What follows belongs to an exercise in optimizing a design on an open flow for small area, a short achievable clock period and few clock cycles; a production flow would make more cautious choices. At most, simulation tests tie the RTL to the original design; equivalence was not proved. Only the layout flow was run in run 4; the RTL was not checked for function there. No activity file was given, so power comes from the tool's default toggle rates.

## config.mk

```make
export PLATFORM = sky130hd
export DESIGN_NAME = stream_comp_invoke_top_module_FSM_1
export DESIGN_NICKNAME = stream_comp_invoke_top_module_FSM_1
export VERILOG_FILES = /design/flow/design.v
export SDC_FILE = /design/flow/constraint.sdc
export NUM_CORES = 4
export LEC_CHECK = 0
export CAP_MARGIN = 20
export CORE_MARGIN = 2
export CORE_UTILIZATION = 40
export SETUP_SLACK_MARGIN = 2.0
export SLEW_MARGIN = 20
```

## constraint.sdc

```tcl
create_clock -name core_clock -period 5.0 [get_ports {clk}]
set_input_delay 1.0000 -clock core_clock [delete_from_list [all_inputs] [get_ports {clk}]]
set_output_delay 1.0000 -clock core_clock [all_outputs]
set_load 0.01 [all_outputs]
```

## design.v

```verilog
`timescale 1ns/1ps
module stream_comp_invoke_top_module_FSM_1
        #(parameter width = 10)(
        input clk, rst,
        input [width - 1 : 0] data_in_fifo,
        input [width - 1 : 0] length_in_fifo,
        input [width - 1 : 0] command_in_fifo,
        input invoke,
        input [1 : 0] next_mode_in,
        output rd_data_in_fifo,
        output rd_length_in_fifo,
        output rd_command_in_fifo,
        output [width - 1 : 0] length,
        output FC,
        output wr_out_fifo1,
        output [width - 1 : 0] result_out);
    reg [3 : 0] len_q;
    reg k1_q, k0_q;
    wire mm = ~k1_q;                  
    wire mx = k0_q;                   
    wire sm = k1_q & k0_q;            
    reg [3 : 0] cnt;
    wire busy = (cnt != 4'd0);
    wire last = (cnt == 4'd1);
    reg [width - 1 : 0] acc;
    wire inv1 = invoke & ~next_mode_in[0] & ~next_mode_in[1];
    wire inv2 = invoke & next_mode_in[0];
    wire inv3 = invoke & next_mode_in[1];
    wire ld1 = invoke & (next_mode_in[0] ~^ next_mode_in[1]);
    assign rd_command_in_fifo = inv1;
    assign rd_length_in_fifo = inv1;
    assign rd_data_in_fifo = inv2 | busy;
    assign wr_out_fifo1 = inv3;
    assign FC = (invoke & (~next_mode_in[0] | (len_q == 4'd1))) | last;
    assign result_out = acc;
    assign length = {{(width - 4){1'b0}}, inv1 ? length_in_fifo[3 : 0] : len_q};
    wire cmd_mm = (command_in_fifo[width - 1 : 1] == 0);
    always @(posedge clk)
    begin
        if (ld1)
        begin
            len_q <= length_in_fifo[3 : 0];
            k1_q <= ~cmd_mm;
            k0_q <= cmd_mm ? command_in_fifo[0] : (command_in_fifo == 2);
        end
    end
    always @(posedge clk)
    begin
        if (!rst)
            cnt <= 4'd0;
        else if (inv2 | busy)
            cnt <= (inv2 ? len_q : cnt) - 4'd1;
    end
    wire [width - 1 : 0] opb = sm ? acc : ~acc;
    wire [width : 0] s = {1'b0, data_in_fifo} + {1'b0, opb} + {{width{1'b0}}, ~sm};
    wire take_d = inv2 | (mm & (s[width] ~^ mx));
    always @(posedge clk)
    begin
        if (!rst)
            acc <= 0;
        else if (inv2 | busy)
        begin
            if (take_d)
                acc <= data_in_fifo;
            else if (sm)
                acc <= s[width - 1 : 0];
        end
    end
endmodule
```

## flow/run.sh

```bash
#!/bin/bash
# The standard layout, with plain buf_1 cells as the port buffers (the
# resizer sizes them up where timing needs it).
set -euo pipefail
export BUFFER_PORTS_ARGS="-buffer_cell sky130_fd_sc_hd__buf_1"
bash standard.sh > standard_flow.log 2>&1
```

## standard.sh

```bash
#!/bin/bash
# synth_recipe.tcl (not shown) runs the flow's synth.tcl, then flattens the netlist and writes it again
# the make line also repeats each setting of config.mk as NAME=value (left out here)
make -C /OpenROAD-flow-scripts/flow DESIGN_CONFIG=/design/flow/config.mk WORK_HOME=/design/flow/orfs CLKGATE_MAP_FILE= SYNTH_SCRIPT=/design/flow/synth_recipe.tcl "${@:-finish}"
```

==> results of run 1 <==
routing by layer:
layer  track usage (%)  vias up  share of wire (%)
met4              5.15        0                1.9
met5                 0        -                  0
met2              29.6       49                 46
li1                  -      777                  -
met3              2.44        9                5.3
met1              19.9      698                 46
how the worst max path moves through the flow:
stage,start,to,slack [ns],cells after the start
after global placement,data_in_fifo[0],acc[1],1.53,11
after floorplan,data_in_fifo[0],acc[1],1.88,10
after CTS,next_mode_in[0],rd_data_in_fifo,1.93,4
after global routing,data_in_fifo[0],acc[5],1.98,11
final,next_mode_in[1],length[1],2.07,4
after detailed placement,data_in_fifo[0],acc[1],1.51,11
what timing repair did:
| item | 4_1_cts | 5_1_grt |
|---|---|---|
| setup endpoints to repair | 14 | 14 |
| setup buffers | 10 | 6 |
| gates resized for setup | 6 | 8 |
| pin swaps | 7 | 8 |
area by class of cell:
| class | count | area [um2] |
|---|---|---|
| inverters | 6 | 22.5 |
| clock buffers | 3 | 41.3 |
| clock inverters | 1 | 30.0 |
| multi-input cells | 155 | 1180 |
| repair buffers | 63 | 310 |
| well taps | 50 | 62.6 |
| fillers | 401 | 1930 |
| flip-flops and latches | 20 | 460 |
worst reg2reg max path: cells and delay by family (launching register included):
family	cells	cell delay, ns
XOR/XNOR	1	0.16
AND/OR/NAND/NOR	3	0.46
multiplexers	1	0.32
AO/OA/AOI/OAI	4	0.76
flip-flops	1	0.44
adder cells (fa/ha/maj)	1	0.33
buffers and inverters	2	0.34
registers in the layout (all words and copies together) (netlist names):
signal and flops:
len_q 4, cnt 4, acc 10, k0_q 1
k1_q 1
stage by stage:
step                total power (W)  hold slack (ns)  util (%)  setup slack [ns]  cells
floorplan                  0.000930            0.554         -              1.88    194
global placement            0.00106            0.541      46.3              1.53    278
detailed placement          0.00106            0.548      46.3              1.51    278
CTS                         0.00130            0.560      50.7              1.93    292
global route                0.00143            0.593      52.2              1.98    298
finish                      0.00131            0.556      52.2              2.07    298
report_power, final:
part	internal, W	total (W)	switching, W	leakage, nW
logic	0.000402	0.000862	0.000460	0.653
clock network	0.000107	0.000168	0.0000613	0.0357
registers	0.000229	0.000280	0.0000512	0.173
cell families (layout without fill, tap and decap cells):
family / Yosys count / after routing
flops: 20 / 20
other cells: 1 / 6
fa+ha+maj: 11 / 11
xor+xnor: 21 / 21
compound gates: 47 / 47
simple gates: 60 / 60
buf+inv: 19 / 73
mux: 10 / 10
cells in the mapped netlist, drive strengths merged (2+ instances only):
library cell / number / area share [%]
ha: 10 / 7.4
nand2: 24 / 5.3
o21ai: 17 / 5.5
a21oi: 6 / 2.0
or2: 2 / 0.74
nand2b: 3 / 1.1
dfxtp: 14 / 17
mux2i: 5 / 3.0
a31oi: 8 / 3.0
xor2: 11 / 5.7
nor4: 2 / 0.74
inv: 6 / 1.3
xnor2: 10 / 5.6
nand4: 3 / 1.1
o211ai: 2 / 1.7
nand3b: 2 / 0.89
a21o: 2 / 0.89
mux2: 5 / 3.6
and3: 2 / 0.74
o41ai: 2 / 1.0
edfxtp: 6 / 11
buf: 13 / 6.0
nor2: 12 / 2.7
nor3: 2 / 0.59
and2: 2 / 0.74
o21a: 2 / 0.89
nand3: 4 / 1.2
==> results.cfg, run 1 <==
[placement]
dp_hpwl_mm = 2.70
port_buffers = 47
place_congestion = 0.723
placed_cell_area_um2 = 1870

[global_routing]
antenna_found_initial = 0
grt_pass1_vias = 1360
grt_use_total_pct = 16.4
grt_pass1_wl_mm = 5.84
grt_max_degree = 14
gr-total-overflow = 0

[final_layout]
final_cell_mix = buf_1, nand2_1, buf_4
n_antenna_cell = 0
final_common_cell = buf_1
final_nets = 295
finish.instance_area_um2 = 2100
drive_gt1_share_pct = 19.0
syn2layout_area_growth_pct = 24.8

[die]
die_x_um = 68.9
pin_count = 60
coreArea_um2 = 4030
rows = 23
start_util_pct = 41.8
die_y_um = 68.9
fp.dieArea_um2 = 4750

[synthesis]
synth_top_family_by_area = compound AO/OA/AOI/OAI gates
yosys.area_share.adder_pct = 8.61
synth_area_um2 = 1690
async_flop_share_pct = 0
syn-instance-count = 189
synth-edff-count = 6
synth_seq_area_share_pct = 27.3
syn_avg_cell_area_um2 = 8.92
synth-seq-cells = 20
synth.distinct_cells = 48
synth-compound-area-share_pct = 21.5
synth_flop_cell = dfxtp_1
synthMuxAreaShare_pct = 6.53
ys_warn_count = 1
synth-simple-area-share_pct = 17.1
synthXorXnorAreaFrac_pct = 11.4

[critical_path]
reg2reg_depth = 12
start_kind = input port
crit_chain = buf_1, nor3b_4, mux2_2, buf_1
cp_data_arrival_time_ns = 1.93
path_buf_inv = 2
cp-end-kind = primary output
reg2reg_from = k0_q
crit_required_ns = 4.00
cpMaxStageDelayCell = mux2_2
criticalPathCategory = in -> out
rr_endpoint = acc[0]
worst_path_most_repeated_cell = buf_1
r2r_slack_ns = 2.14
crit_family = multiplexers
path_max_fanout = 5
critPathMaxStageDelay_ns = 0.37

[timing]
setup-tns-final_ns = 0
maxSlewViolCount = 0
min_period_ns = 2.93
rsz0062_at_grt = yes
hold_viol_final = 0
setup_violations = 0
relSlewSlack_pct = 58.8
max_clock_freq_ghz = 0.341
tightest_slew_ns = 0.618
finalCritPeriodShare_pct = 58.6
finalClockSkew_ns = 0.00427

[drt]
post_drt_via_cell_ratio = 5.14
firstDrtPassIters = 4
drt-initial-drc-count = 48
drc = 0
ant_nets = 0
wl_per_cell_um = 12.4
vias = 1533
wirelength_mm = 3.70

[cts]
path_clk_slew_ns = 0.09
cts_max_path_buffers = 2
cts_hold_buf = 0
cts_tree = done
cts_sinks = 20
htreeDepth = 1
numCtsBuffers = 3
cts_root_buf = clkbuf_8
worst_skew_pair.late_latency_ns = 0.27

[run]
drv_cap = 0

[power]
peakVddDrop_mv = 0.182
power_leakage_nw = 0.862
powerDensity_nw_per_um2 = 623

[worst_hold_path]
hold_start = acc[0]
min_path_cells = 2
min_to = acc[0]
hp-class = reg -> reg

[outcome]
status = timing/DRC/antenna clean
Testbench counts, summed over its fixed seeds: cycles 17,953.
==> inputs of run 2 (changes only) <==
==> flow/run.sh (replaced) <==
#!/bin/bash
# The standard layout, with plain buf_1 cells as the port buffers (the
# resizer sizes them up where timing needs it) and one tie cell shared by
# the constant outputs.
set -euo pipefail
export BUFFER_PORTS_ARGS="-buffer_cell sky130_fd_sc_hd__buf_1"
export SKIP_REPAIR_TIE_FANOUT=1
bash standard.sh > standard_flow.log 2>&1
--- a/config.mk
+++ b/config.mk
@@ -5,8 +5,9 @@
 export SDC_FILE = /design/flow/constraint.sdc
 export NUM_CORES = 4
 export LEC_CHECK = 0
+export ABC_AREA = 1
 export CAP_MARGIN = 20
 export CORE_MARGIN = 2
 export CORE_UTILIZATION = 40
-export SETUP_SLACK_MARGIN = 2.0
+export SETUP_SLACK_MARGIN = 2.1
 export SLEW_MARGIN = 20
==> results.cfg, run 2 <==
[synthesis]
synth-edff-count = 6
syn-instance-count = 278
synth_top_area_cell = nand2_1
synth.distinct_cells = 30
synth_area_um2 = 1770
synth_seq_area_share_pct = 26.0
syn_avg_cell_area_um2 = 6.36
yosysMostFrequentCell = nand2_1
async_flop_share_pct = 0
synth-seq-cells = 20
synth_flop_cell = dfxtp_1
synthDominantCellAreaShare_pct = 19.3
ys_warn_count = 1
ys_top_cells_by_area = nand2_1, dfxtp_1, edfxtp_1, nor2_1, inv_1
synth_common_cells = nand2_1, nor2_1, inv_1

[placement]
port_buffers = 47
dp_hpwl_mm = 2.92
place_congestion = 0.819
place_ws_ns = 1.74
place_inst = 365
placed_cell_area_um2 = 1930

[timing]
finalCritPeriodShare_pct = 56.6
fin_ws_ns = 2.17
relSlewSlack_pct = 59.5
setup-tns-final_ns = 0
finalClockSkew_ns = 0.00456
maxSlewViolCount = 0
rsz0062_at_grt = no
max_clock_freq_ghz = 0.354
min_period_ns = 2.83
tightest_slew_ns = 0.608
hold_viol_final = 0
setup_violations = 0

[outcome]
status = timing/DRC/antenna clean

[die]
coreArea_um2 = 4290
die_x_um = 70.5
start_util_pct = 41.2
pin_count = 60
fp.dieArea_um2 = 4970
rows = 24
die_y_um = 70.5

[final_layout]
fillers = 459
n_antenna_cell = 0
largest_register_ffs = 10
reg_top3 = acc x10, cnt x4, len_q x4
final_cell_mix = nand2_1, buf_1, nor2_1
drive_gt1_share_pct = 8.64
final_nets = 371
seqCellArea_um2 = 460
multiInputGateArea_um2 = 1170
top_register = acc
final-instance-count-excl-fill = 376
syn2layout_area_growth_pct = 20.9
final_common_cell = nand2_1
finish.instance_area_um2 = 2140

[cts]
cts_root_buf = clkbuf_8
cts_sinks = 20
cts_hold_buf = 0
cts_max_path_buffers = 2
path_clk_slew_ns = 0.08
worst_skew_pair.late_latency_ns = 0.27
numCtsBuffers = 3
htreeDepth = 1
cts_tree = done

[power]
power_frac_comb_pct = 65.1
p_int_w = 0.000644
seqPwrFrac_pct = 21.1
report.power.total_w = 0.00124
p_clk_share_pct = 13.8
powerDensity_nw_per_um2 = 581
power_leakage_nw = 1.08
switching_share_pct = 48.2
peakVddDrop_mv = 0.177
switching_power_w = 0.000599

[critical_path]
reg2reg_depth = 13
cp-endpoint = length[3]
cp-end-kind = primary output
start_kind = input port
cp_data_arrival_time_ns = 1.83
reg2reg_from = k0_q
criticalPathCategory = in -> out
r2r_slack_ns = 2.41
rr_endpoint = acc[3]
path_max_fanout = 4
crit_required_ns = 4.00
cp-startpoint = next_mode_in[0]

[drt]
ant_nets = 0
post_drt_via_cell_ratio = 4.67
wl_per_cell_um = 11.4
drt-initial-drc-count = 62
vias = 1755
drc = 0
wirelength_mm = 4.28
firstDrtPassIters = 4

[run]
drv_cap = 0

[global_routing]
gr-total-overflow = 0
grt_pass1_wl_mm = 6.91
antenna_found_initial = 0
grt_use_total_pct = 17.1
grt_max_degree = 21
grt_pass1_vias = 1636

[worst_hold_path]
hp-class = reg -> reg
-- run 2: cell count changes after synthesis, sizes merged, moves of 6 or more --
cell,delta
nor2,+28
o21ai,-12
xnor2,-6
nand2,+71
nand3,+15
a31oi,-8
inv,+30
-- run 2: worst max-delay path, cell delays in order --
cell	delay, ns
buf_2	0.16
nor3_4	0.24
buf_4	0.16
nand2_1	0.04
o21ai_0	0.06
buf_1	0.17
-- run 2: what timing repair did --
action,CTS,global route
pin swaps,1,5
gates cloned,0,1
resized for setup,6,14
hold endpoints to repair,0,0
setup endpoints to repair,15,15
setup buffers,3,3
-- run 2: metrics by stage --
step                      hold WS [ns]  utilization (%)
final                            0.546             49.8
after global routing             0.584             49.8
after global placement           0.531             44.9
after CTS                        0.549             47.6
after floorplan                  0.550                -
after detailed placement         0.535             44.9
-- run 2: area by class of cell --
cell class	instances	share of cell area, %
repair buffers	53	10.9
multi-input cells	211	54.9
well taps	52	3.04
clock inverters	1	1.40
flip-flops and latches	20	21.5
inverters	36	6.32
clock buffers	3	1.93
-- run 2: layer usage --
layer / vias up / wire length [um] / GRT usage (%)
li1: 948 / - / -
met1: 751 / 1970 / 20.5
met2: 47 / 1970 / 30.2
met3: 9 / 263 / 3.61
met4: 0 / 76 / 5.77
met5: - / 0 / 0
-- run 2: power by group through the flow --
stage / clock network [W] / registers (W) / logic [W]
3_3_place_gp: 0 / 0.000264 / 0.000727
4_1_cts: 0.000173 / 0.000262 / 0.000737
6_report: 0.000171 / 0.000262 / 0.000810
5_1_grt: 0.000180 / 0.000270 / 0.000922
2_1_floorplan: 0 / 0.000280 / 0.000583
3_5_place_dp: 0 / 0.000266 / 0.000725
-- run 2: worst min path at each step --
stage               startpoint  endpoint  slack (ns)  depth (start not counted)
finish                  acc[9]    acc[9]        0.55                          4
global route            acc[8]    acc[8]        0.58                          4
CTS                     acc[7]    acc[7]        0.55                          4
detailed placement      acc[5]    acc[5]        0.53                          4
global placement        acc[8]    acc[8]        0.53                          4
floorplan               cnt[2]    cnt[2]        0.55                          3
-- run 2: logic make-up (layout without fill, tap and decap cells) --
kind of cell | count (synthesis) | in the layout | share of synthesized area (%)
muxes | 1 | 1 | 0.566
adders and majority gates | 11 | 11 | 8.20
buffers and inverters | 48 | 93 | 12.5
xor gates and xnor gates | 17 | 17 | 8.42
AOI/OAI and AO/OA | 16 | 16 | 5.16
DFF | 20 | 20 | 26.0
other | 1 | 1 | 0.212
and+or+nand+nor | 164 | 165 | 38.9
==> inputs of run 3 (changes only) <==
--- a/config.mk
+++ b/config.mk
@@ -9,5 +9,5 @@
 export CAP_MARGIN = 20
 export CORE_MARGIN = 2
 export CORE_UTILIZATION = 40
-export SETUP_SLACK_MARGIN = 2.1
+export SETUP_SLACK_MARGIN = 1.8
 export SLEW_MARGIN = 20
==> results.cfg, run 3 <==
[outcome]
status = timing/DRC/antenna clean

[critical_path]
cp-startpoint = next_mode_in[0]
rr_endpoint = acc[8]
reg2reg_from = k0_q
reg2reg_depth = 13
cpMaxStageDelayCell = nand2_2
path_max_fanout = 16
cp_data_arrival_time_ns = 2.03
crit_required_ns = 4.00
cp-end-kind = primary output
criticalPathCategory = in -> out
crit_chain = buf_1, nand2_2, inv_1, nor2_1, nand3_1, buf_1
worst_path_most_repeated_cell = buf_1
critPathMaxStageDelay_ns = 0.30
cp-endpoint = rd_data_in_fifo
start_kind = input port
r2r_slack_ns = 2.28

[timing]
finalCritPeriodShare_pct = 60.6
maxSlewViolCount = 0
finalClockSkew_ns = 0.00495
setup_violations = 0
min_period_ns = 3.03
tightest_slew_ns = 0.600
relSlewSlack_pct = 60.0
rsz0062_at_grt = no
hold_viol_final = 0
max_clock_freq_ghz = 0.330
holdWs_ns = 0.541
setup-tns-final_ns = 0

[power]
power_leakage_nw = 1.01
powerDensity_nw_per_um2 = 581
peakVddDrop_mv = 0.193

[drt]
vias = 1711
drt-initial-drc-count = 41
drc = 0
wirelength_mm = 3.94
wl_per_cell_um = 10.7
firstDrtPassIters = 4
ant_nets = 0
post_drt_via_cell_ratio = 4.64

[synthesis]
ys_top_cells_by_area = nand2_1, dfxtp_1, edfxtp_1, nor2_1, inv_1
syn_avg_cell_area_um2 = 6.36
ys_warn_count = 1
synth_area_um2 = 1770
synth_top_area_cell = nand2_1
synth_flop_cell = dfxtp_1
synthDominantCellAreaShare_pct = 19.3
synth-seq-cells = 20
synth.distinct_cells = 30
async_flop_share_pct = 0
yosysMostFrequentCell = nand2_1
synth-edff-count = 6
synth_common_cells = nand2_1, nor2_1, inv_1
syn-instance-count = 278
synth_seq_area_share_pct = 26.0

[die]
die_y_um = 70.5
rows = 24
fp.dieArea_um2 = 4970
coreArea_um2 = 4290
start_util_pct = 41.2
die_x_um = 70.5
pin_count = 60

[placement]
dp_hpwl_mm = 3.00
port_buffers = 47
place_inst = 365
place_congestion = 0.810

[cts]
numCtsBuffers = 3
cts_root_buf = clkbuf_8
htreeDepth = 1
cts_sinks = 20
cts_setup_buffers = 0
worst_skew_pair.late_latency_ns = 0.27
path_clk_slew_ns = 0.08
cts_max_path_buffers = 2
cts_tree = done

[final_layout]
fillers = 472
final-instance-count-excl-fill = 369
final_nets = 364
reg_top3 = acc x10, cnt x4, len_q x4
final_cell_mix = nand2_1, buf_1, nor2_1
syn2layout_area_growth_pct = 13.5
top_register = acc
final_common_cell = nand2_1
largest_register_ffs = 10
n_antenna_cell = 0
drive_gt1_share_pct = 4.42

[global_routing]
gr-total-overflow = 0
antenna_found_initial = 0
grt_pass1_wl_mm = 6.81
grt_max_degree = 21
grt_use_total_pct = 16.8
grt_pass1_vias = 1588

[run]
drv_cap = 0

[worst_hold_path]
hp-class = reg -> reg
run 3: cell families after synthesis:
logic type	Yosys count	share of synthesized area, %
XOR/XNOR	17	8.42
adder cells (fa/ha/maj)	11	8.20
AO/OA/AOI/OAI	16	5.16
buffers and inverters	48	12.5
AND/OR/NAND/NOR	164	38.9
flip-flops	20	26.0
multiplexers	1	0.566
other	1	0.212
run 3: routing by layer:
metal	part of all wire, %	track usage [%]	up-vias
met5	0	0	-
met4	1.2	5.13	0
met3	5.4	3.03	6
met2	46	29.2	43
met1	47	21.2	731
li1	-	-	931
run 3: metrics by stage:
step	setup WS [ns]	total power [W]	util [%]	instance area (um2)
finish	1.97	0.00117	46.8	2010
global route	1.82	0.00131	46.8	2010
CTS	1.97	0.00117	46.6	2000
detailed placement	1.74	0.000995	44.8	1920
global placement	1.75	0.000992	44.8	1920
floorplan	2.02	0.000863	-	1770
run 3: final cells by class:
cell class | instances | area (um2) | share of cell area, %
Clock buffer | 3 | 41.3 | 2.06
Clock inverter | 1 | 30.0 | 1.50
Inverter | 36 | 135 | 6.73
Multi-Input combinational cell | 210 | 1100 | 54.8
Sequential cell | 20 | 460 | 22.9
Tap cell | 52 | 65.1 | 3.24
Timing Repair Buffer | 47 | 176 | 8.79
run 3: critical path, delay by kind of cell:
kind / cells / cell delay, ns
buffers and inverters: 3 / 0.44
AND/OR/NAND/NOR: 3 / 0.60
run 3: power breakdown:
group          switching (W)  internal [W]
Combinational       0.000456      0.000279
Clock              0.0000644      0.000107
Sequential         0.0000381      0.000222
Total               0.000558      0.000609
run 3: worst min-delay path by stage:
stage,endpoint,cells after the start,slack (ns),from
after floorplan,cnt[2],3,0.55,cnt[2]
after global placement,acc[3],4,0.53,acc[3]
after detailed placement,acc[6],4,0.53,acc[6]
after CTS,acc[6],4,0.55,acc[6]
after global routing,acc[1],4,0.59,acc[1]
final,acc[6],4,0.54,acc[6]
run 3: repair_timing:
action                                  in CTS  in global routing
endpoints found under the hold margin        0                  0
endpoints found under the setup margin       3                  9
hold buffers                                 0                  0
gates resized for setup                      1                  1
==> inputs of run 4 (changes only) <==
--- a/design.v
+++ b/design.v
@@ -51,9 +51,22 @@
         else if (inv2 | busy)
             cnt <= (inv2 ? len_q : cnt) - 4'd1;
     end
-    wire [width - 1 : 0] opb = sm ? acc : ~acc;
-    wire [width : 0] s = {1'b0, data_in_fifo} + {1'b0, opb} + {{width{1'b0}}, ~sm};
-    wire take_d = inv2 | (mm & (s[width] ~^ mx));
+    function lt;
+        input [width - 1 : 0] d, a;
+        integer i, j;
+        reg term;
+        begin
+            lt = 1'b0;
+            for (i = 0; i < width; i = i + 1)
+            begin
+                term = ~d[i] & a[i];
+                for (j = i + 1; j < width; j = j + 1)
+                    term = term & (~d[j] | a[j]);
+                lt = lt | term;
+            end
+        end
+    endfunction
+    wire take_d = inv2 | (mm & (lt(data_in_fifo, acc) ^ mx));
     always @(posedge clk)
     begin
         if (!rst)
@@ -63,7 +76,7 @@
             if (take_d)
                 acc <= data_in_fifo;
             else if (sm)
-                acc <= s[width - 1 : 0];
+                acc <= acc + data_in_fifo;
         end
     end
 endmodule
==> flow/run.sh (replaced) <==
#!/bin/bash
# The standard layout, with plain buf_1 cells as the port buffers (the
# resizer sizes them up where timing needs it).
set -euo pipefail
export BUFFER_PORTS_ARGS="-buffer_cell sky130_fd_sc_hd__buf_1"
bash standard.sh > standard_flow.log 2>&1
--- a/config.mk
+++ b/config.mk
@@ -5,9 +5,8 @@
 export SDC_FILE = /design/flow/constraint.sdc
 export NUM_CORES = 4
 export LEC_CHECK = 0
-export ABC_AREA = 1
 export CAP_MARGIN = 20
 export CORE_MARGIN = 2
 export CORE_UTILIZATION = 40
-export SETUP_SLACK_MARGIN = 1.8
+export SETUP_SLACK_MARGIN = 2.0
 export SLEW_MARGIN = 20
==> results.cfg, run 4 <==
[placement]
port_buffers = 47
placed_cell_area_um2 = 2090
place_congestion = 0.807
dp_hpwl_mm = 3.20

[final_layout]
syn2layout_area_growth_pct = 26.6
largest_register_ffs = 10
finish.instance_area_um2 = 2370
final_common_cell = buf_1
drive_gt1_share_pct = 19.3
n_antenna_cell = 0
reg_top3 = acc x10, cnt x4, len_q x4
final_cell_mix = buf_1, inv_1, ha_1
top_register = acc
final_nets = 341

[timing]
tightest_slew_ns = 0.638
hold_viol_final = 0
max_clock_freq_ghz = 0.328
rsz0062_at_grt = yes
finalCritPeriodShare_pct = 60.9
finalClockSkew_ns = 0.00642
setup-tns-final_ns = 0
setup_violations = 0
min_period_ns = 3.05
relSlewSlack_pct = 57.3
maxSlewViolCount = 0

[synthesis]
synth_area_um2 = 1870
yosysMostFrequentCell = inv_1
synth-seq-cells = 20
synthDominantCellAreaShare_pct = 19.4
syn_avg_cell_area_um2 = 8.65
synth.distinct_cells = 50
synth-edff-count = 6
synth_top_area_cell = ha_1
ys_top_cells_by_area = ha_1, dfxtp_1, edfxtp_1, inv_1, xnor2_1
ys_warn_count = 1
async_flop_share_pct = 0
synth_seq_area_share_pct = 24.6
syn-instance-count = 216
synth_common_cells = inv_1, ha_1, dfxtp_1, nor2_1, nand2_1
synth_flop_cell = dfxtp_1

[drt]
firstDrtPassIters = 4
post_drt_via_cell_ratio = 5.10
drt-initial-drc-count = 165
ant_nets = 0
wirelength_mm = 4.38
vias = 1661
wl_per_cell_um = 13.4
drc = 0

[global_routing]
gr-total-overflow = 0
grt_max_degree = 14
grt_use_total_pct = 17.3
grt_pass1_vias = 1627
grt_pass1_wl_mm = 7.17
antenna_found_initial = 0

[die]
fp.dieArea_um2 = 5240
die_y_um = 72.4
rows = 24
die_x_um = 72.4
coreArea_um2 = 4410
pin_count = 60
start_util_pct = 42.3

[critical_path]
criticalPathCategory = in -> reg
crit_chain = buf_8, ha_4, or4_4, a221oi_4, o41ai_4, mux2_4, or2_4, mux2_2, o22ai_2
path_buf_inv = 1
cp-end-kind = flop
crit_required_ns = 5.19
crit_family = simple AND/OR/NAND/NOR gates
start_kind = input port
path_max_fanout = 7
cpMaxStageDelayCell = or4_4
cp_data_arrival_time_ns = 3.24
critPathMaxStageDelay_ns = 0.55

[cts]
cts_max_path_buffers = 2
worst_skew_pair.late_latency_ns = 0.26
cts_root_buf = clkbuf_8
path_clk_slew_ns = 0.08
cts_hold_buf = 0
cts_sinks = 20
htreeDepth = 1
cts_tree = done
numCtsBuffers = 3

[power]
powerDensity_nw_per_um2 = 437
peakVddDrop_mv = 0.144
power_leakage_nw = 0.993

[worst_hold_path]
hp-class = reg -> reg

[run]
drv_cap = 0

[outcome]
status = timing/DRC/antenna clean
[run 4: cell count changes after synthesis, moves of 6 or more]
cell	change
xnor2_1	+6
ha_1	+19
xor2_1	-11
nand3_1	-16
o21ai_0	+6
nor2_1	-25
nand2_1	-78
o22ai_1	+6
[run 4: stage by stage]
stage	utilization (%)	instances	power (W)	setup WS [ns]	hold WS, ns
after floorplan	-	221	0.000684	1.90	0.518
after global placement	47.4	310	0.000808	1.43	0.503
after detailed placement	47.4	310	0.000814	1.41	0.503
after CTS	52.3	323	0.00101	1.96	0.518
after global routing	53.6	326	0.00113	1.89	0.557
final	53.6	326	0.00103	1.95	0.513
[run 4: final cells by class]
cell class / count / area [um2]
timing repair buffer: 61 / 318
clock buffer: 3 / 41.3
multi-input combinational: 159 / 1370
fill: 441 / 2050
inverter: 31 / 116
sequential: 20 / 460
tap: 52 / 65.1
[run 4: power by group]
part           switching [W]  internal [W]  total [W]
registers          0.0000503      0.000219   0.000269
logic               0.000350      0.000306   0.000656
clock network      0.0000541     0.0000537   0.000108
total               0.000454      0.000579    0.00103
[run 4: worst register-to-register path, cell delays in order (launching register included)]
cell	delay, ns
dfxtp_1	0.41
inv_1	0.09
ha_4	0.16
or4_4	0.55
a221oi_4	0.23
o41ai_4	0.16
mux2_4	0.34
or2_4	0.28
mux2_2	0.30
o22ai_2	0.13
[run 4: final timing paths]
path | to | cells after the start | slack [ns] | start
max | acc[4] | 9 | 1.95 | data_in_fifo[6]
min reg2reg | acc[9] | 2 | 0.51 | acc[9]
max reg2reg | acc[4] | 9 | 2.28 | acc[6]
min | acc[9] | 2 | 0.51 | acc[9]
[run 4: cell families after synthesis]
logic type | synth area share (%)
other | 0.201
AOI/OAI and AO/OA | 19.1
buffers and inverters | 10.3
adders and majority gates | 20.5
and+or+nand+nor | 14.3
xor gates and xnor gates | 5.62
muxes | 5.35
DFF | 24.6
[run 4: timing repair]
action / 4_1_cts / 5_1_grt
buffers inserted: 10 / 3
endpoints found under the setup margin: 14 / 10
pin swaps: 9 / 9
gates resized for setup: 32 / 11
[run 4: per-layer routing]
layer	share of wire, %	vias to the layer above	global-route usage, %
met5	0	-	0
met4	0.43	0	6.71
met3	6.8	2	2.78
met2	48	59	29.2
met1	45	746	22.1
li1	-	854	-
==> inputs of run 5 (changes only) <==
--- a/design.v
+++ b/design.v
@@ -51,22 +51,9 @@
         else if (inv2 | busy)
             cnt <= (inv2 ? len_q : cnt) - 4'd1;
     end
-    function lt;
-        input [width - 1 : 0] d, a;
-        integer i, j;
-        reg term;
-        begin
-            lt = 1'b0;
-            for (i = 0; i < width; i = i + 1)
-            begin
-                term = ~d[i] & a[i];
-                for (j = i + 1; j < width; j = j + 1)
-                    term = term & (~d[j] | a[j]);
-                lt = lt | term;
-            end
-        end
-    endfunction
-    wire take_d = inv2 | (mm & (lt(data_in_fifo, acc) ^ mx));
+    wire [width - 1 : 0] opb = sm ? acc : ~acc;
+    wire [width : 0] s = {1'b0, data_in_fifo} + {1'b0, opb} + {{width{1'b0}}, ~sm};
+    wire take_d = inv2 | (mm & (s[width] ~^ mx));
     always @(posedge clk)
     begin
         if (!rst)
@@ -76,7 +63,7 @@
             if (take_d)
                 acc <= data_in_fifo;
             else if (sm)
-                acc <= acc + data_in_fifo;
+                acc <= s[width - 1 : 0];
         end
     end
 endmodule
==> flow/run.sh (replaced) <==
#!/bin/bash
# The standard layout with three changes:
#  - synthesis is synth_recipe.tcl with ORFS's synth.tcl, except that ABC maps
#    the combinational logic with flow/abc.script (registers are untouched:
#    they are mapped before ABC runs, so names, count and cells stay those of
#    the standard synthesis);
#  - plain buf_1 cells as the port buffers (the resizer sizes them up where
#    timing needs it);
#  - one tie cell shared by the constant outputs.
set -euo pipefail
here=$(pwd)
export BUFFER_PORTS_ARGS="-buffer_cell sky130_fd_sc_hd__buf_1"
export SKIP_REPAIR_TIE_FANOUT=1
export ABC_SCRIPT_X=$here/flow/abc.script
sed 's|^source \$::env(SCRIPTS_DIR)/synth_preamble.tcl|&\nset abc_args [lreplace $abc_args 1 1 $::env(ABC_SCRIPT_X)]\nputs "abc_args: $abc_args"|' \
    "$FLOW_HOME/scripts/synth.tcl" > "$here/synth_abc.tcl"
grep -q 'ABC_SCRIPT_X' "$here/synth_abc.tcl"
sed "s|\$::env(SCRIPTS_DIR)/synth.tcl|$here/synth_abc.tcl|" synth_recipe.tcl > "$here/synth_top.tcl"
grep -q 'synth_abc.tcl' "$here/synth_top.tcl"
sed "s|SYNTH_SCRIPT=[^ ]*|SYNTH_SCRIPT=$here/synth_top.tcl|" standard.sh > "$here/own.sh"
grep -q 'synth_top.tcl' "$here/own.sh"
bash "$here/own.sh" > standard_flow.log 2>&1
==> flow/abc.script (new file) <==
strash
&get -n
&fraig -x
&put
scorr
dc2
strash
&get -n
&dch -f
&nf
&put
topo
stime -c
buffer -c
upsize -c
dnsize -c
==> results.cfg, run 5 <==
[global_routing]
grtUsageMet3_pct = 2.73
grt_pass1_wl_mm = 5.58
grt_max_degree = 13
met1_usage_pct = 20.5
antenna_found_initial = 0
gr-total-overflow = 0
grt_pass1_vias = 1276
top_usage_layer = met2
met2_usage_pct = 29.8
grt_use_total_pct = 16.4

[power]
powerDensity_nw_per_um2 = 569
report.power.total_w = 0.00109
power_leakage_nw = 0.789
peakVddDrop_mv = 0.173

[synthesis]
synth_top_area_cell = dfxtp_1
async_flop_share_pct = 0
syn_avg_cell_area_um2 = 9.05
synth-compound-area-share_pct = 20.7
synth.distinct_cells = 43
syn-instance-count = 169
synth_top_family_by_area = compound AO/OA/AOI/OAI gates
ys_top_cells_by_area = dfxtp_1, edfxtp_1, ha_1, xor2_1, mux2i_1
synth_common_cells = dfxtp_1, nor2_1, a21oi_1
synth_area_um2 = 1530
synth-simple-area-share_pct = 13.8
synthDominantCellAreaShare_pct = 18.3
synth-edff-count = 6
synth_seq_area_share_pct = 30.1
synthMuxAreaShare_pct = 9.82
synthXorXnorAreaFrac_pct = 7.45
synth_flop_cell = dfxtp_1
synth-seq-cells = 20
ys_warn_count = 1
yosys.area_share.adder_pct = 9.49

[timing]
relSlewSlack_pct = 59.3
maxSlewViolCount = 0
finalCritPeriodShare_pct = 67.9
min_period_ns = 3.39
setup-tns-final_ns = 0
max_clock_freq_ghz = 0.295
setup_violations = 0
rsz0062_at_grt = yes
finalClockSkew_ns = 0.00285
hold_viol_final = 0
tightest_slew_ns = 0.611

[critical_path]
crit_required_ns = 5.15
start_kind = input port
cp-end-kind = flop
criticalPathCategory = in -> reg
path_max_fanout = 6
cp-startpoint = data_in_fifo[0]
cp_data_arrival_time_ns = 3.54
reg2reg_from = k0_q

[final_layout]
drive_gt1_share_pct = 22.1
fillers = 367
seqCellArea_um2 = 460
final_nets = 269
top_register = acc
n_antenna_cell = 0
largest_register_ffs = 10
reg_top3 = acc x10, cnt x4, len_q x4
multiInputGateArea_um2 = 1010
syn2layout_area_growth_pct = 25.5
final_common_cell = buf_1
final_cell_mix = buf_1, dfxtp_1, nor2_1

[drt]
wl_per_cell_um = 12.2
drt-initial-drc-count = 37
vias = 1321
post_drt_via_cell_ratio = 4.89
ant_nets = 0
firstDrtPassIters = 6
wirelength_mm = 3.28
drc = 0

[worst_hold_path]
hp-class = reg -> reg
hold_start = acc[8]

[die]
coreArea_um2 = 3660
die_y_um = 65.8
die_x_um = 65.8
pin_count = 60
start_util_pct = 41.8
fp.dieArea_um2 = 4330
rows = 22

[cts]
cts_max_path_buffers = 2
cts_hold_buf = 0
path_clk_slew_ns = 0.07
numCtsBuffers = 3
cts_sinks = 20
cts_tree = done
cts_root_buf = clkbuf_8
worst_skew_pair.late_latency_ns = 0.25
htreeDepth = 1

[placement]
place_congestion = 0.747
dp_hpwl_mm = 2.39
port_buffers = 47

[run]
drv_cap = 0

[outcome]
status = timing/DRC/antenna clean
run 5: power by group:
group          total, W  switching (W)  internal, W
Sequential     0.000275      0.0000496     0.000226
Combinational  0.000695       0.000373     0.000323
Clock          0.000121      0.0000515    0.0000700
Total           0.00109       0.000474     0.000618
run 5: logic make-up after synthesis:
logic type / after synthesis
DFF: 20
AOI/OAI and AO/OA: 46
muxes: 14
adders and majority gates: 11
buffers and inverters: 21
xor gates and xnor gates: 13
and+or+nand+nor: 43
other: 1
run 5: layout make-up:
cell class	instances	area share [%]
clock buffer	4	2.87
inverter	10	1.96
multi-input combinational	128	52.7
sequential	20	24.0
tap	48	3.13
timing repair buffer	60	15.4
run 5: final timing paths:
| check | endpoint | slack, ns | depth (start not counted) |
|---|---|---|---|
| worst max-delay path | acc[0] | 1.61 | 16 |
| worst max register to register | acc[0] | 1.66 | 17 |
| worst min-delay path | acc[8] | 0.56 | 2 |
| worst min register to register | acc[8] | 0.56 | 2 |
run 5: per-layer routing:
metal | up-vias | wire, um | part of all wire, %
li1 | 693 | - | -
met1 | 589 | 1540 | 47
met2 | 37 | 1580 | 48
met3 | 2 | 147 | 4.5
met4 | 0 | 13 | 0.40
met5 | - | 0 | 0
run 5: timing repair:
| item | CTS | global route |
|---|---|---|
| pin swaps | 13 | 4 |
| gates cloned | 2 | 0 |
| endpoints found under the setup margin | 14 | 14 |
| gates resized for setup | 14 | 1 |
| buffers inserted | 8 | 2 |
run 5: critical path, cell delays in order:
cell	delay, ns
buf_8	0.08
a21oi_4	0.05
fa_2	0.37
and2b_1	0.22
o21ai_2	0.07
a21boi_2	0.17
o21ai_2	0.08
a21boi_2	0.16
o21ai_2	0.08
a21boi_2	0.18
o21ai_2	0.08
a31o_1	0.22
o21a_4	0.23
or2_1	0.23
a22o_1	0.20
and3_1	0.13
run 5: metrics by stage:
stage | instances | area, um2 | hold slack [ns] | util, % | setup slack [ns]
after floorplan | 169 | 1580 | 0.571 | - | 1.57
after global placement | 254 | 1730 | 0.549 | 47.1 | 0.972
after detailed placement | 254 | 1730 | 0.550 | 47.1 | 0.917
after CTS | 268 | 1900 | 0.563 | 52.0 | 1.57
after global routing | 270 | 1920 | 0.600 | 52.4 | 1.45
final | 270 | 1920 | 0.557 | 52.4 | 1.61
Testbench counts of run 5, summed over its fixed seeds: cycles 17,953.
==> inputs of run 6 (changes only) <==
==> flow/abc.script (replaced) <==
strash
dc2
dch -f
map -a
topo
stime -c
buffer -c
upsize -c
dnsize -c
==> results.cfg, run 6 <==
[outcome]
status = timing/DRC/antenna clean

[cts]
htreeDepth = 1
worst_skew_pair.late_latency_ns = 0.26
cts_root_buf = clkbuf_8
path_clk_slew_ns = 0.08
cts_tree = done
cts_max_path_buffers = 2
cts_hold_buf = 0
cts_sinks = 20
numCtsBuffers = 3

[final_layout]
n_antenna_cell = 0
final_nets = 309
syn2layout_area_growth_pct = 34.2
final_cell_mix = buf_1, inv_1, nor2_1
top_register = acc
reg_top3 = acc x10, cnt x4, len_q x4
final_common_cell = buf_1
drive_gt1_share_pct = 25.2
largest_register_ffs = 10
final-instance-count-excl-fill = 310

[critical_path]
path_max_fanout = 7
r2r_slack_ns = 1.36
start_kind = input port
criticalPathCategory = in -> reg
cp-endpoint = acc[7]
reg2reg_from = k0_q
cp_data_arrival_time_ns = 3.89
rr_endpoint = acc[7]
crit_required_ns = 5.17
cp-startpoint = data_in_fifo[0]
cp-end-kind = flop
reg2reg_depth = 22

[timing]
min_period_ns = 3.72
setup-tns-final_ns = 0
relSlewSlack_pct = 59.9
max_clock_freq_ghz = 0.269
finalCritPeriodShare_pct = 74.3
finalClockSkew_ns = 0.00631
hold_viol_final = 0
rsz0062_at_grt = yes
maxSlewViolCount = 0
tightest_slew_ns = 0.601
setup_violations = 0

[die]
pin_count = 60
rows = 22
fp.dieArea_um2 = 4360
start_util_pct = 41.7
die_x_um = 66
coreArea_um2 = 3690
die_y_um = 66

[drt]
drc = 0
post_drt_via_cell_ratio = 4.78
wirelength_mm = 3.52
vias = 1483
firstDrtPassIters = 4
wl_per_cell_um = 11.4
drt-initial-drc-count = 52
ant_nets = 0

[synthesis]
async_flop_share_pct = 0
synth_seq_area_share_pct = 29.9
synth-simple-area-share_pct = 19.2
synth-edff-count = 6
synthMuxAreaShare_pct = 2.12
syn-instance-count = 199
yosys.area_share.adder_pct = 9.44
synth-seq-cells = 20
synth.distinct_cells = 39
synth_top_area_cell = dfxtp_1
synth_common_cells = inv_1, nor2_1, nand2_1
synth_top_family_by_area = compound AO/OA/AOI/OAI gates
synth_flop_cell = dfxtp_1
syn_avg_cell_area_um2 = 7.73
synthDominantCellAreaShare_pct = 18.2
synth-compound-area-share_pct = 19.4
yosysMostFrequentCell = inv_1
ys_warn_count = 1
synthXorXnorAreaFrac_pct = 7.40
ys_top_cells_by_area = dfxtp_1, edfxtp_1, ha_1, inv_1, nor2_1
synth_area_um2 = 1540

[global_routing]
grt_max_degree = 13
grt_use_total_pct = 17.5
antenna_found_initial = 0
gr-total-overflow = 0
grt_pass1_wl_mm = 5.95
grt_pass1_vias = 1400

[placement]
port_buffers = 47
place_congestion = 0.793
dp_hpwl_mm = 2.43
place_inst = 285

[power]
power_leakage_nw = 0.849
powerDensity_nw_per_um2 = 512
report.power.total_w = 0.00106
peakVddDrop_mv = 0.239

[worst_hold_path]
hp-class = reg -> reg

[run]
drv_cap = 0
-- run 6: area by class of cell --
class / count / area [um2]
fillers: 367 / 1630
clock buffers: 3 / 41.3
inverters: 29 / 111
clock inverters: 1 / 30.0
flip-flops and latches: 20 / 460
repair buffers: 69 / 367
multi-input cells: 140 / 993
well taps: 48 / 60.1
-- run 6: power breakdown --
group / internal [W] / switching (W) / total [W] / leakage, nW
registers: 0.000213 / 0.0000338 / 0.000247 / 0.173
logic: 0.000299 / 0.000344 / 0.000643 / 0.640
clock network: 0.000107 / 0.0000591 / 0.000166 / 0.0357
total: 0.000619 / 0.000436 / 0.00106 / 0.849
-- run 6: worst max-delay path, cell delays in order --
cell      delay [ns]
buf_8           0.10
o21ai_4         0.14
fa_2            0.24
nor2_2          0.05
or2_1           0.22
a21oi_2         0.14
o21bai_1        0.09
a21oi_2         0.17
nor2_2          0.06
or2_1           0.21
a21oi_2         0.14
nor2_1          0.05
or2_1           0.21
a21oi_2         0.19
a21oi_2         0.08
o21ai_2         0.08
nand2_4         0.09
o21ai_4         0.19
buf_6           0.16
a31oi_1         0.04
a221oi_1        0.23
-- run 6: worst min-delay path by stage --
| stage | start | endpoint | slack, ns | cells after the start |
|---|---|---|---|---|
| final | acc[4] | acc[4] | 0.50 | 2 |
| after global routing | acc[3] | acc[3] | 0.52 | 2 |
| after CTS | acc[4] | acc[4] | 0.50 | 2 |
| after detailed placement | acc[4] | acc[4] | 0.49 | 2 |
| after global placement | acc[4] | acc[4] | 0.48 | 2 |
| after floorplan | acc[8] | acc[8] | 0.50 | 2 |
-- run 6: logic make-up (layout without fill, tap and decap cells) --
kind of cell,after synthesis,count (layout)
and+or+nand+nor,65,65
DFF,20,20
muxes,3,3
xor gates and xnor gates,13,13
AOI/OAI and AO/OA,47,47
buffers and inverters,39,102
other,1,1
adders and majority gates,11,11
-- run 6: layer usage --
layer  GRT usage (%)  share of wire [%]  up-vias
met3            4.26                5.8        4
met1            21.5                 44      662
li1                -                  -      778
met5               0                  0        -
met4            5.10                1.3        0
met2            30.3                 49       39
-- run 6: per-stage QoR --
step | util [%] | hold WS (ns) | setup slack (ns) | area, um2
after global placement | 46.9 | 0.477 | 0.639 | 1730
final | 55.9 | 0.495 | 1.28 | 2060
after floorplan | - | 0.504 | 1.39 | 1570
after detailed placement | 46.9 | 0.488 | 0.625 | 1730
after CTS | 53.0 | 0.501 | 1.27 | 1960
after global routing | 55.9 | 0.520 | 1.12 | 2060
-- run 6: timing repair --
item | 4_1_cts | 5_1_grt
hold endpoints to repair | 0 | 0
setup buffers | 13 | 8
setup endpoints to repair | 13 | 13
gates resized for setup | 23 | 16
pin swaps | 6 | 12
==> inputs of run 7 (changes only) <==
--- a/design.v
+++ b/design.v
@@ -52,7 +52,31 @@
             cnt <= (inv2 ? len_q : cnt) - 4'd1;
     end
     wire [width - 1 : 0] opb = sm ? acc : ~acc;
-    wire [width : 0] s = {1'b0, data_in_fifo} + {1'b0, opb} + {{width{1'b0}}, ~sm};
+    wire [width - 1 : 0] pg [0 : 4];
+    wire [width - 1 : 0] pp [0 : 4];
+    wire [width - 1 : 0] hx = data_in_fifo ^ opb;
+    assign pg[0] = (data_in_fifo & opb) | {{(width - 1){1'b0}}, hx[0] & ~sm};
+    assign pp[0] = hx;
+    genvar gl, gi;
+    generate
+        for (gl = 0; gl < 4; gl = gl + 1)
+        begin : lvl
+            for (gi = 0; gi < width; gi = gi + 1)
+            begin : bt
+                if ((gi >> gl) & 1)
+                begin : comb
+                    assign pg[gl + 1][gi] = pg[gl][gi] | (pp[gl][gi] & pg[gl][((gi >> gl) << gl) - 1]);
+                    assign pp[gl + 1][gi] = pp[gl][gi] & pp[gl][((gi >> gl) << gl) - 1];
+                end
+                else
+                begin : pass
+                    assign pg[gl + 1][gi] = pg[gl][gi];
+                    assign pp[gl + 1][gi] = pp[gl][gi];
+                end
+            end
+        end
+    endgenerate
+    wire [width : 0] s = {pg[4][width - 1], hx ^ {pg[4][width - 2 : 0], ~sm}};
     wire take_d = inv2 | (mm & (s[width] ~^ mx));
     always @(posedge clk)
     begin
==> flow/abc.script (replaced) <==
strash
&get -n
&st
&dch
&nf -R 1000
&put
topo
stime -c
buffer -c
upsize -c
dnsize -c
--- a/config.mk
+++ b/config.mk
@@ -7,6 +7,6 @@
 export LEC_CHECK = 0
 export CAP_MARGIN = 20
 export CORE_MARGIN = 2
-export CORE_UTILIZATION = 40
+export CORE_UTILIZATION = 65
 export SETUP_SLACK_MARGIN = 2.0
 export SLEW_MARGIN = 20
==> results.cfg, run 7 <==
[outcome]
status = timing/DRC/antenna clean

[global_routing]
top_usage_layer = met2
grtUsageMet3_pct = 3.80
antenna_found_initial = 0
met2_usage_pct = 46.8
grt_use_total_pct = 25.3
met1_usage_pct = 29.3
grt_pass1_wl_mm = 5.04
gr-total-overflow = 0
grt_max_degree = 13
grt_pass1_vias = 1208

[timing]
finalClockSkew_ns = 0.00543
setup_violations = 0
min_period_ns = 2.99
hold_viol_final = 0
max_clock_freq_ghz = 0.335
maxSlewViolCount = 0
tightest_slew_ns = 0.521
relSlewSlack_pct = 65.3
setup-tns-final_ns = 0
rsz0062_at_grt = yes
finalCritPeriodShare_pct = 59.8
holdWs_ns = 0.565

[final_layout]
final_cell_mix = buf_1, a21oi_1, dfxtp_1
reg_top3 = acc x10, cnt x4, len_q x4
largest_register_ffs = 10
n_antenna_cell = 0
fillers = 129
final_nets = 252
drive_gt1_share_pct = 20.2
syn2layout_area_growth_pct = 25.6
top_register = acc
final_common_cell = buf_1

[synthesis]
syn-instance-count = 147
synth-seq-cells = 20
ys_warn_count = 1
synth_top_area_cell = dfxtp_1
syn_avg_cell_area_um2 = 9.87
synth_flop_cell = dfxtp_1
synth_area_um2 = 1450
synth.distinct_cells = 36
synth_common_cells = a21oi_1, dfxtp_1, xor2_1
synthDominantCellAreaShare_pct = 19.3
synth_seq_area_share_pct = 31.7
synth-edff-count = 6
async_flop_share_pct = 0
ys_top_cells_by_area = dfxtp_1, edfxtp_1, xor2_1, ha_1, mux2i_1

[critical_path]
cp_data_arrival_time_ns = 1.99
cpMaxStageDelayCell = mux2_2
criticalPathCategory = in -> out
critPathMaxStageDelay_ns = 0.38
r2r_slack_ns = 2.07
crit_required_ns = 4.00
path_max_fanout = 6
start_kind = input port
cp-startpoint = next_mode_in[0]
reg2reg_from = k1_q
crit_chain = clkbuf_2, nor3b_4, mux2_2, buf_1
cp-end-kind = primary output
reg2reg_depth = 14
rr_endpoint = acc[5]
cp-endpoint = length[2]

[run]
drv_cap = 0

[drt]
drc = 0
wirelength_mm = 3.36
drt-initial-drc-count = 25
wl_per_cell_um = 14.5
ant_nets = 0
vias = 1304
post_drt_via_cell_ratio = 5.65
firstDrtPassIters = 4

[cts]
cts_max_path_buffers = 2
cts_hold_buf = 0
cts_tree = done
worst_skew_pair.late_latency_ns = 0.30
numCtsBuffers = 3
htreeDepth = 1
cts_root_buf = clkbuf_4
path_clk_slew_ns = 0.12
cts_sinks = 20

[power]
power_leakage_nw = 0.778
powerDensity_nw_per_um2 = 580
peakVddDrop_mv = 0.389

[placement]
dp_hpwl_mm = 2.16
port_buffers = 47
place_congestion = 0.747

[die]
rows = 17
start_util_pct = 66.9
pin_count = 60
fp.dieArea_um2 = 2630
die_y_um = 51.3
coreArea_um2 = 2170
die_x_um = 51.3

[worst_hold_path]
hp-class = reg -> reg
==> run 7: through the flow <==
step / worst slack [ns] / area, um2 / power (W) / std cells / utilization (%)
floorplan: 2.00 / 1460 / 0.000733 / 147 / -
global placement: 0.928 / 1590 / 0.000812 / 211 / 73.4
detailed placement: 1.30 / 1600 / 0.000848 / 211 / 73.5
CTS: 2.00 / 1690 / 0.000982 / 217 / 77.7
global route: 1.92 / 1820 / 0.00114 / 231 / 84.0
finish: 2.01 / 1820 / 0.00106 / 231 / 84.0
==> run 7: per-layer routing <==
layer / vias up / wire (um)
li1: 633 / -
met1: 619 / 1440
met2: 48 / 1700
met3: 4 / 192
met4: 0 / 28
met5: - / 0
==> run 7: power by group <==
group          leakage, nW  internal (W)  switching [W]  total (W)
sequential           0.173      0.000225      0.0000463   0.000272
clock               0.0210     0.0000444      0.0000516  0.0000960
combinational        0.584      0.000324       0.000367   0.000690
total                0.778      0.000594       0.000465    0.00106
==> run 7: cell families (layout without fill, tap and decap cells) <==
group | count (synthesis) | after routing | share of synthesized area [%]
AO/OA/AOI/OAI | 38 | 41 | 16.6
AND/OR/NAND/NOR | 23 | 24 | 7.33
flip-flops | 20 | 20 | 31.7
XOR/XNOR | 18 | 18 | 10.9
multiplexers | 17 | 17 | 13.1
buffers and inverters | 17 | 69 | 6.81
adder cells (fa/ha/maj) | 13 | 13 | 13.3
other | 1 | 1 | 0.258
==> run 7: timing repair <==
action | in CTS | in global routing
gates cloned | 1 | 3
gates resized for setup | 6 | 8
setup endpoints to repair | 14 | 15
pin swaps | 1 | 4
buffers inserted | 1 | 11
==> run 7: worst min-delay path by stage <==
stage | from | endpoint | cells after the start
final | acc[4] | acc[4] | 2
after global routing | acc[4] | acc[4] | 2
after CTS | acc[3] | acc[3] | 2
after detailed placement | acc[4] | acc[4] | 2
after global placement | acc[4] | acc[4] | 2
after floorplan | acc[2] | acc[2] | 2
==> run 7: worst max-delay path: cells and delay by family <==
family	cells	cell delay (ns)
muxes	1	0.38
and+or+nand+nor	1	0.35
buffers and inverters	2	0.25
==> run 7: cell type report <==
cell class              instances  area [um2]  area share, %
clock buffers                   4        36.3           1.99
inverters                       6        22.5           1.24
multi-input cells             114        1000           54.8
flip-flops and latches         20         460           25.3
well taps                      28        35.0           1.92
repair buffers                 59         269           14.8
Testbench counts of run 7, summed over its fixed seeds: cycles 17,953.
==> inputs of run 8 (changes only) <==
--- a/config.mk
+++ b/config.mk
@@ -8,5 +8,6 @@
 export CAP_MARGIN = 20
 export CORE_MARGIN = 2
 export CORE_UTILIZATION = 65
+export CTS_BUF_LIST = sky130_fd_sc_hd__clkbuf_8
 export SETUP_SLACK_MARGIN = 2.0
 export SLEW_MARGIN = 20
==> results.cfg, run 8 <==
[synthesis]
synth-edff-count = 6
synth_seq_area_share_pct = 31.7
synth_area_um2 = 1450
synth_flop_cell = dfxtp_1
synth.distinct_cells = 36
async_flop_share_pct = 0
synth_common_cells = a21oi_1, dfxtp_1, xor2_1
synth-seq-cells = 20
synthDominantCellAreaShare_pct = 19.3
syn_avg_cell_area_um2 = 9.87
ys_warn_count = 1
ys_top_cells_by_area = dfxtp_1, edfxtp_1, xor2_1, ha_1, mux2i_1
synth_top_area_cell = dfxtp_1
syn-instance-count = 147

[timing]
hold_viol_final = 0
tightest_slew_ns = 0.522
finalCritPeriodShare_pct = 60.1
relSlewSlack_pct = 65.2
setup-tns-final_ns = 0
finalClockSkew_ns = 0.00335
rsz0062_at_grt = yes
setup_violations = 0
min_period_ns = 3.00
max_clock_freq_ghz = 0.333
maxSlewViolCount = 0
holdWs_ns = 0.589

[drt]
drt-initial-drc-count = 35
top_layer = met4
met1_length_mm = 1.63
vias = 1381
firstDrtPassIters = 4
wl_met3_um = 231
post_drt_via_cell_ratio = 5.88
ant_nets = 0
drc = 0
wirelength_mm = 3.90
wl_per_cell_um = 16.6
wl_met2_mm = 1.94

[cts]
worst_skew_pair.late_latency_ns = 0.26
numCtsBuffers = 3
cts_root_buf = clkbuf_8
cts_tree = done
htreeDepth = 1
path_clk_slew_ns = 0.08
cts_sinks = 20
cts_max_path_buffers = 2
cts_hold_buf = 0

[final_layout]
largest_register_ffs = 10
final_cell_mix = buf_1, dfxtp_1, buf_4
drive_gt1_share_pct = 26.6
n_antenna_cell = 0
final_common_cell = buf_1
utilization_pct = 89.7
top_register = acc
final-instance-count-excl-fill = 235
reg_top3 = acc x10, cnt x4, len_q x4
final_nets = 256
syn2layout_area_growth_pct = 34.1

[global_routing]
grt_pass1_vias = 1320
gr-total-overflow = 0
grt_max_degree = 13
grt_pass1_wl_mm = 5.60
antenna_found_initial = 0
grt_use_total_pct = 28.0

[critical_path]
r2r_slack_ns = 2.00
crit_family = compound AO/OA/AOI/OAI gates
criticalPathCategory = reg -> reg
crit_required_ns = 5.19
start_kind = flop
cp_data_arrival_time_ns = 3.19
cpMaxStageDelayCell = edfxtp_1
critPathMaxStageDelay_ns = 0.47
cp-end-kind = flop
path_buf_inv = 0
crit_chain = nand2_4, xor2_1, ha_4, a21oi_2, nor2_1, a211oi_2, o31a_2, o21ai_4, xor2_2, o21a_4, a21boi_4, o21ai_0, a21oi_1
path_max_fanout = 7

[worst_hold_path]
hp-class = reg -> reg

[die]
coreArea_um2 = 2170
rows = 17
fp.dieArea_um2 = 2630
die_x_um = 51.3
start_util_pct = 66.9
die_y_um = 51.3
pin_count = 60

[power]
powerDensity_nw_per_um2 = 619
peakVddDrop_mv = 0.496
report.power.total_w = 0.00121
power_leakage_nw = 0.818

[placement]
port_buffers = 47
place_congestion = 0.747
dp_hpwl_mm = 2.16
place_inst = 211

[outcome]
status = timing/DRC/antenna clean

[run]
drv_cap = 0
-- run 8: routing by layer --
layer / global-route usage [%] / up-vias
met1: 32.5 / 652
li1: - / 647
met4: 10.1 / 0
met5: 0 / -
met2: 51.9 / 67
met3: 4.09 / 15
-- run 8: worst register-to-register path: stages (launching register included) --
cell and delay (ns):
edfxtp_1 0.47, nand2_4 0.18, xor2_1 0.27, ha_4 0.26, a21oi_2 0.15, nor2_1 0.06
a211oi_2 0.20, o31a_2 0.22, o21ai_4 0.07, xor2_2 0.20, o21a_4 0.29, a21boi_4 0.26
o21ai_0 0.14, a21oi_1 0.18
-- run 8: power by group --
part           switching, W  total [W]  internal, W
registers         0.0000495   0.000275     0.000226
logic              0.000427   0.000802     0.000375
clock network     0.0000582   0.000128    0.0000702
-- run 8: timing repair --
action / CTS / global route
endpoints found under the setup margin: 14 / 15
resized for setup: 11 / 15
endpoints found under the hold margin: 0 / 0
pin swaps: 5 / 14
cloned: 3 / 1
buffers inserted: 6 / 10
-- run 8: cell families (layout without fill, tap and decap cells) --
group	count (synthesis)	in the layout	share of synthesized area (%)
mux	17	17	13.1
compound gates	38	42	16.6
flops	20	20	31.7
xor+xnor	18	18	10.9
simple gates	23	23	7.33
fa+ha+maj	13	13	13.3
other cells	1	1	0.258
buf+inv	17	73	6.81
-- run 8: worst paths after layout --
check                            start      to  cells after the start
worst max-delay path              k0_q  acc[5]                     13
worst min-delay path            acc[9]  acc[9]                      2
worst max register to register    k0_q  acc[5]                     13
worst min register to register  acc[9]  acc[9]                      2
-- run 8: stage by stage --
stage | setup slack (ns) | instance area, um2
after global placement | 0.928 | 1590
after detailed placement | 1.30 | 1600
after floorplan | 2.00 | 1460
after global routing | 1.90 | 1950
final | 2.00 | 1950
after CTS | 2.01 | 1790
-- run 8: area by class of cell --
class                           count  area [um2]
Sequential cell                    20         460
Multi-Input combinational cell    114        1060
Timing Repair Buffer               63         317
Tap cell                           28        35.0
Fill cell                          99         223
Clock buffer                        4        55.1
Inverter                            6        22.5
==> inputs of run 9 (changes only) <==
--- a/config.mk
+++ b/config.mk
@@ -7,7 +7,6 @@
 export LEC_CHECK = 0
 export CAP_MARGIN = 20
 export CORE_MARGIN = 2
-export CORE_UTILIZATION = 65
-export CTS_BUF_LIST = sky130_fd_sc_hd__clkbuf_8
+export CORE_UTILIZATION = 55
 export SETUP_SLACK_MARGIN = 2.0
 export SLEW_MARGIN = 20
==> results.cfg, run 9 <==
[critical_path]
cp_data_arrival_time_ns = 3.21
cp-end-kind = flop
path_max_fanout = 7
crit_required_ns = 5.20
criticalPathCategory = reg -> reg
start_kind = flop

[global_routing]
top_usage_layer = met2
grt_use_total_pct = 22.3
grtUsageMet3_pct = 4.92
grt_pass1_vias = 1222
met1_usage_pct = 27.3
grt_max_degree = 13
met2_usage_pct = 40.0
grt_pass1_wl_mm = 5.53
gr-total-overflow = 0
antenna_found_initial = 0

[cts]
cts_tree = done
cts_hold_buf = 0
path_clk_slew_ns = 0.12
cts_sinks = 20
numCtsBuffers = 3
worst_skew_pair.late_latency_ns = 0.31
htreeDepth = 1
cts_root_buf = clkbuf_4
cts_max_path_buffers = 2

[timing]
min_period_ns = 3.01
rsz0062_at_grt = yes
finalCritPeriodShare_pct = 60.2
maxSlewViolCount = 0
finalClockSkew_ns = 0.00908
holdWs_ns = 0.582
hold_viol_final = 0
setup_violations = 0
fin_ws_ns = 1.99
max_clock_freq_ghz = 0.332
setup-tns-final_ns = 0

[drt]
drc = 0
wl_per_cell_um = 15.3
ant_nets = 0
post_drt_via_cell_ratio = 5.60
firstDrtPassIters = 4
vias = 1350
drt-initial-drc-count = 76
wirelength_mm = 3.70

[power]
report.power.total_w = 0.00118
peakVddDrop_mv = 0.393
switching_power_w = 0.000510
powerDensity_nw_per_um2 = 606
power_leakage_nw = 0.834
seqPwrFrac_pct = 23.7
switching_share_pct = 43.2
p_clk_share_pct = 8.2
power_frac_comb_pct = 68.1
p_int_w = 0.000672

[outcome]
status = timing/DRC/antenna clean

[final_layout]
final_nets = 260
reg_top3 = acc x10, cnt x4, len_q x4
drive_gt1_share_pct = 25.1
largest_register_ffs = 10
syn2layout_area_growth_pct = 34.2
final_cell_mix = buf_1, buf_4, dfxtp_1
top_register = acc
n_antenna_cell = 0
final_common_cell = buf_1

[placement]
place_ws_ns = 0.851
place_congestion = 0.780
port_buffers = 47
dp_hpwl_mm = 2.27

[synthesis]
ys_warn_count = 1
async_flop_share_pct = 0
synth_seq_area_share_pct = 31.7
synthDominantCellAreaShare_pct = 19.3
synth-seq-cells = 20
syn-instance-count = 147
synth_area_um2 = 1450
ys_top_cells_by_area = dfxtp_1, edfxtp_1, xor2_1, ha_1, mux2i_1
synth_flop_cell = dfxtp_1
synth_common_cells = a21oi_1, dfxtp_1, xor2_1
syn_avg_cell_area_um2 = 9.87
synth_top_area_cell = dfxtp_1
synth-edff-count = 6
synth.distinct_cells = 36

[die]
coreArea_um2 = 2500
rows = 18
pin_count = 60
start_util_pct = 58.1
die_x_um = 55.4
fp.dieArea_um2 = 3070
die_y_um = 55.4

[worst_hold_path]
hp-class = reg -> reg

[run]
drv_cap = 0
==> run 9: cell count changes in the layout (fill, tap and decap cells not counted), moves of 3 or more <==
cell	previous run	this run
a21oi_1	10	13
a21oi_2	5	2
buf_4	14	17
buf_6	1	4
clkbuf_4	0	3
clkbuf_8	4	1
==> run 9: metrics by stage <==
step | cell area (um2) | utilization, % | instances
3_3_place_gp | 1590 | 63.8 | 213
2_1_floorplan | 1460 | - | 147
4_1_cts | 1780 | 71.3 | 229
6_report | 1950 | 77.9 | 241
3_5_place_dp | 1590 | 63.8 | 213
5_1_grt | 1950 | 77.9 | 241
==> run 9: worst paths after layout <==
| path | startpoint | endpoint | slack [ns] | cells past startpoint |
|---|---|---|---|---|
| hold reg to reg | acc[3] | acc[3] | 0.58 | 2 |
| setup / recovery | k0_q | acc[7] | 1.99 | 15 |
| hold / removal | acc[3] | acc[3] | 0.58 | 2 |
| setup reg to reg | k0_q | acc[7] | 1.99 | 15 |
==> run 9: final cells by class <==
type / instances / area [um2]
multi-input combinational: 113 / 1040
fill: 174 / 552
sequential: 20 / 460
timing repair buffer: 68 / 352
tap: 30 / 37.5
clock buffer: 4 / 36.3
inverter: 6 / 22.5
==> run 9: cells by family (layout without fill, tap and decap cells) <==
| logic type | Yosys count | count (layout) | synth area share (%) |
|---|---|---|---|
| other | 1 | 1 | 0.258 |
| AND/OR/NAND/NOR | 23 | 23 | 7.33 |
| XOR/XNOR | 18 | 18 | 10.9 |
| AO/OA/AOI/OAI | 38 | 41 | 16.6 |
| multiplexers | 17 | 17 | 13.1 |
| flip-flops | 20 | 20 | 31.7 |
| adder cells (fa/ha/maj) | 13 | 13 | 13.3 |
| buffers and inverters | 17 | 78 | 6.81 |
==> run 9: routing by layer <==
layer | vias up | wire [um]
li1 | 646 | -
met4 | 0 | 20
met3 | 4 | 215
met5 | - | 0
met2 | 52 | 1890
met1 | 648 | 1570
==> run 9: critical path, stage by stage (launching register included) <==
cell and delay, ns:
edfxtp_1 0.48, nand2_4 0.13, buf_6 0.16, xor2_1 0.14, ha_1 0.34, nand2_1 0.13, nor2_1 0.07, a211oi_2 0.17
o31a_2 0.22, o21ai_2 0.07, xor2_2 0.16, buf_4 0.15, o21a_4 0.26, a21boi_4 0.21, buf_4 0.15, a21oi_1 0.07
==> run 9: repair_timing <==
item                                    CTS  global route
gates resized for setup                  11            14
endpoints found under the setup margin   14            15
pin swaps                                 5            14
buffers inserted                          9            12
cloned                                    3             0
hold endpoints to repair                  0             0
==> run 9: power by group through the flow <==
stage / combinational (W) / sequential, W / clock (W)
6_report: 0.000804 / 0.000281 / 0.0000966
5_1_grt: 0.000879 / 0.000287 / 0.000104
4_1_cts: 0.000676 / 0.000273 / 0.0000965
3_5_place_dp: 0.000574 / 0.000275 / 0
3_3_place_gp: 0.000548 / 0.000271 / 0
2_1_floorplan: 0.000448 / 0.000285 / 0

static timing again, ports no longer ideal:
The results above use ideal ports. As a check the final layouts listed here were re-extracted and re-timed, cells and wires unchanged. Step 1 assumes that a clkbuf_16 drives the clock port and a buf_2 every other input. Step 2 adds t to the input delays and takes it off the output delays; t is the mean of the earliest and latest rising clock arrival at the registers after step 1. Input paths then give back, and output paths get back, about the clock's delay inside the block. a / b / c = ideal ports / drivers / drivers and shift; a / b = the first two.
run	t, ns	slack for setup (ns)	slew at the worst register clock pin (ns)	pins driven straight from the clock port
run 1	0.291	2.069 / 2.049 / 1.782	0.09 / 0.09	1
run 2	0.299	2.172 / 2.152 / 1.973	0.09 / 0.09	1
run 3	0.294	1.972 / 1.953 / 1.824	0.09 / 0.09	1
run 4	0.280	1.953 / 1.935 / 1.654	0.08 / 0.08	1
run 5	0.276	1.607 / 1.571 / 1.295	0.07 / 0.07	1
run 6	0.288	1.283 / 1.270 / 0.982	0.08 / 0.08	1
run 7	0.320	2.012 / 1.989 / 1.765	0.12 / 0.12	1
run 8	0.281	1.997 / 1.988 / 1.707	0.08 / 0.08	1
run 9	0.321	1.990 / 1.990 / 1.709	0.12 / 0.12	1
After both steps every run listed still meets setup and hold. For run 5, which loses most, drivers alone change the setup slack by -0.036 ns; drivers and shift together by -0.312 ns.
